Source: an optimization exercise on an open RTL-to-GDS flow (aim: small area). Production flows keep margins and buffers that such runs may drop. Where RTL was checked, it was by simulation tests only, not by an equivalence proof against the original. Power is estimated from default activity; no workload was simulated.

==> flow/design.v (excerpt) <==
module poly_top #(
	parameter a = 2,
	parameter b = 4,
	parameter c = 6,
	parameter data_width = 32
)
(
	input wire clk,rst,
	input wire [data_width-1:0] x,
	input wire in_valid,
	output wire [data_width-1:0] y,
	output wire out_valid,
	output wire [1:0] state
);
Size in the first run: about 70 I/O pins, about 6900 um^2 of cells after synthesis.
==> flow/config.mk <==
export PLATFORM = sky130hd
export DESIGN_NAME = poly_top
export DESIGN_NICKNAME = poly_top
export VERILOG_FILES = /design/flow/design.v
export SDC_FILE = /design/flow/constraint.sdc
export NUM_CORES = 4
export LEC_CHECK = 0
export CAP_MARGIN = 10
export CORE_MARGIN = 2
export CORE_UTILIZATION = 60
export CTS_BUF_LIST = sky130_fd_sc_hd__clkbuf_8
export CTS_CLUSTER_SIZE = 20
export SLEW_MARGIN = 10
export SYNTH_HIERARCHICAL = 1
export SYNTH_MINIMUM_KEEP_SIZE = 0
==> flow/constraint.sdc <==
create_clock -name core_clock -period 9.0 [get_ports {clk}]
set_input_delay 1.8000 -clock core_clock [delete_from_list [all_inputs] [get_ports {clk}]]
set_output_delay 1.8000 -clock core_clock [all_outputs]
set_load 0.01 [all_outputs]
standard.sh (not shown) runs the stock make flow with config.mk's settings and CLKGATE_MAP_FILE= SYNTH_SCRIPT=/design/flow/synth_recipe.tcl, a recipe that flattens the netlist after the stock synthesis.
==> flow/flow/run.sh <==
#!/bin/bash
# The standard layout (standard.sh, with the standard synthesis) with these changes:
# - after floorplan, every cell is set to its lowest drive strength (downsize.tcl);
#   timing repair upsizes the cells that need it;
# - global placement keeps none of its timing-driven buffering (GPL_KEEP_OVERFLOW=0);
# - power recovery downsizes cells with slack to spare after global routing;
# - the port buffers use the smallest buffer cell;
# - clock tree synthesis uses clkbuf_8 and adds no dummy loads.
# Each make run's full output goes to its own log file here.
set -euo pipefail
bash standard.sh synth > synth.log 2>&1
bash standard.sh \
	"POST_FLOORPLAN_TCL=$PWD/flow/downsize.tcl" \
	"GPL_KEEP_OVERFLOW=0" "RECOVER_POWER=100" \
	"BUFFER_PORTS_ARGS=-buffer_cell sky130_fd_sc_hd__buf_1" \
	"CTS_ARGS=-sink_clustering_enable -repair_clock_nets -sink_clustering_size 20 -buf_list sky130_fd_sc_hd__clkbuf_8 -dont_use_dummy_load" \
	finish > layout.log 2>&1
==> flow/flow/downsize.tcl <==
# Before placement, give every cell the lowest drive strength of its kind
# (name ending _1); timing repair later upsizes the cells that need it.
set n 0
foreach inst [get_cells *] {
  set master [get_property $inst ref_name]
  if { [regexp {^(sky130_fd_sc_hd__\w+)_([0-9]+)$} $master -> base drive] && $drive > 1 } {
    set target ${base}_1
    if { [llength [get_lib_cells -quiet $target]] > 0 } {
      replace_cell $inst $target
      incr n
    }
  }
}
puts "downsize.tcl: $n cells set to drive strength 1"
The baseline finished with timing, DRC and antenna clean.
Rerun with:
--- a/flow/design.v
+++ b/flow/design.v
@@ -6,24 +6,24 @@
 	assign co = (a & b) | (a & c) | (b & c);
 endmodule
 module HA (
 	input wire a, b,
 	output wire s, co
 );
 	assign s = a ^ b;
 	assign co = a & b;
 endmodule
 module Multiplier (
 	input wire [29:0] x,
-	output wire [18:0] lo,
-	output wire [11:0] hi,
+	output wire [19:0] lo,
+	output wire [10:0] hi,
 	output wire ck
 );
 	wire [29:0] un = ~x;
 	wire u0 = un[0];
 	wire u1 = un[1];
 	wire u2 = un[2];
 	wire u3 = un[3];
 	wire u4 = un[4];
 	wire u5 = un[5];
 	wire u6 = un[6];
 	wire u7 = un[7];
@@ -483,49 +483,49 @@
 	wire s314, c315;
 	FA fs314 (.a(c261), .b(s262), .c(c313), .s(s314), .co(c315));
 	wire s316, c317;
 	FA fs316 (.a(c263), .b(s264), .c(c315), .s(s316), .co(c317));
 	wire s318, c319;
 	FA fs318 (.a(c265), .b(s266), .c(c317), .s(s318), .co(c319));
 	wire s320, c321;
 	FA fs320 (.a(c267), .b(s268), .c(c319), .s(s320), .co(c321));
 	wire s322, c323;
 	FA fs322 (.a(c269), .b(s270), .c(c321), .s(s322), .co(c323));
 	wire s324, c325;
-	HA hs324 (.a(c271), .b(s272), .s(s324), .co(c325));
+	FA fs324 (.a(c271), .b(s272), .c(c323), .s(s324), .co(c325));
 	wire s326, c327;
-	FA fs326 (.a(c273), .b(s274), .c(c325), .s(s326), .co(c327));
+	HA hs326 (.a(c273), .b(s274), .s(s326), .co(c327));
 	wire s328, c329;
 	FA fs328 (.a(c275), .b(s276), .c(c327), .s(s328), .co(c329));
 	wire s330, c331;
 	FA fs330 (.a(c277), .b(s278), .c(c329), .s(s330), .co(c331));
 	wire s332, c333;
 	FA fs332 (.a(c279), .b(s280), .c(c331), .s(s332), .co(c333));
 	wire s334, c335;
 	FA fs334 (.a(c281), .b(s282), .c(c333), .s(s334), .co(c335));
 	wire s336, c337;
 	FA fs336 (.a(c283), .b(s284), .c(c335), .s(s336), .co(c337));
 	wire s338, c339;
 	FA fs338 (.a(c285), .b(s286), .c(c337), .s(s338), .co(c339));
 	wire s340, c341;
 	FA fs340 (.a(c287), .b(s288), .c(c339), .s(s340), .co(c341));
 	wire s342, c343;
 	FA fs342 (.a(c289), .b(s290), .c(c341), .s(s342), .co(c343));
 	wire s344, c345;
 	FA fs344 (.a(c291), .b(s292), .c(c343), .s(s344), .co(c345));
 	wire s346 = p32 ^ p61 ^ p86 ^ p107 ^ p124 ^ p137 ^ p146 ^ p149 ^ c163 ^ c165 ^ c211 ^ c213 ^ c249 ^ c293;
 	wire s347;
 	XOR2 xs347 (.a(s346), .b(c345), .y(s347));
-	assign lo = {s322, s320, s318, s316, s314, s312, s310, s308, s306, s304, s302, s300, s298, s296, s294, p5, e4, 1'b0, e3};
-	assign hi = {s347, s344, s342, s340, s338, s336, s334, s332, s330, s328, s326, s324};
-	assign ck = c323;
+	assign lo = {s324, s322, s320, s318, s316, s314, s312, s310, s308, s306, s304, s302, s300, s298, s296, s294, p5, e4, 1'b0, e3};
+	assign hi = {s347, s344, s342, s340, s338, s336, s334, s332, s330, s328, s326};
+	assign ck = c325;
 endmodule
 module ONEN (input wire xa, xb, output wire y);
 	assign y = ~(xa ^ xb);
 endmodule
 module TWON (input wire xa, xb, xc, output wire y);
 	assign y = ~((xa & xb & ~xc) | (~xa & ~xb & xc));
 endmodule
 module NEG (input wire xa, xb, xc, output wire y);
 	assign y = ~xc & (xa | xb);
 endmodule
 module BSEL (input wire one_n, two_n, xf, xf1, neg, output wire pp);
@@ -549,23 +549,23 @@
 	parameter c = 6,
 	parameter data_width = 32
 )
 (
 	input wire clk,rst,
 	input wire [data_width-1:0] x,
 	input wire in_valid,
 	output wire [data_width-1:0] y,
 	output wire out_valid,
 	output wire [1:0] state
 );
-	localparam K = 19;
+	localparam K = 20;
 	reg [1:0] q;
 	always @(posedge clk) begin
 		if (rst | ~in_valid) q <= 2'b00;
 		else q <= {q[1] | q[0], q[1] | ~q[0]};
 	end
 	assign state = {q[1], q[0] & ~q[1]};
 	assign out_valid = q[1] & q[0];
 	reg [29:0] x0, x1;
 	reg [K-1:0] rlo;
 	reg [30-K:0] rhi;
 	reg rck;
- setup slack loses 23 ps
- critical path depth grows by 1
- final area is about the same
- cell count does not change
- utilization shrinks by 0.12 points
- via count grows by 0.43%
- clock-buffer cell count stays the same
- synthesized cell count is about the same
- total power shrinks by 1.3%
- wire length shrinks by 0.92%
No functional check of the RTL was part of the second run of this note.

==> afterwards: timing with drivers on the ports <==
No port has a modelled driver above. Below, the same layouts with a new extraction and two added sets of constraints.
Step 1 sets driving cells, clkbuf_16 on the clock port and buf_2 on the other inputs (assumed; they add their load-dependent delay and slew).
Step 2 times the ports against the registers' clock, not the clock port: input delays grow and output delays shrink by t, the midpoint of the rising clock arrivals with the driver on.
Three values: no drivers, after step 1, after step 2; two values: the first two.
| run | t (ns) | setup slack, ns | worst slew at a driven data input, ns |
|---|---|---|---|
| the first run | 0.395 | 0.590 / 0.590 / 0.590 | 0.03 |
| the second run | 0.396 | 0.567 / 0.567 / 0.567 | 0.04 |
After both steps every run listed still meets setup and hold.
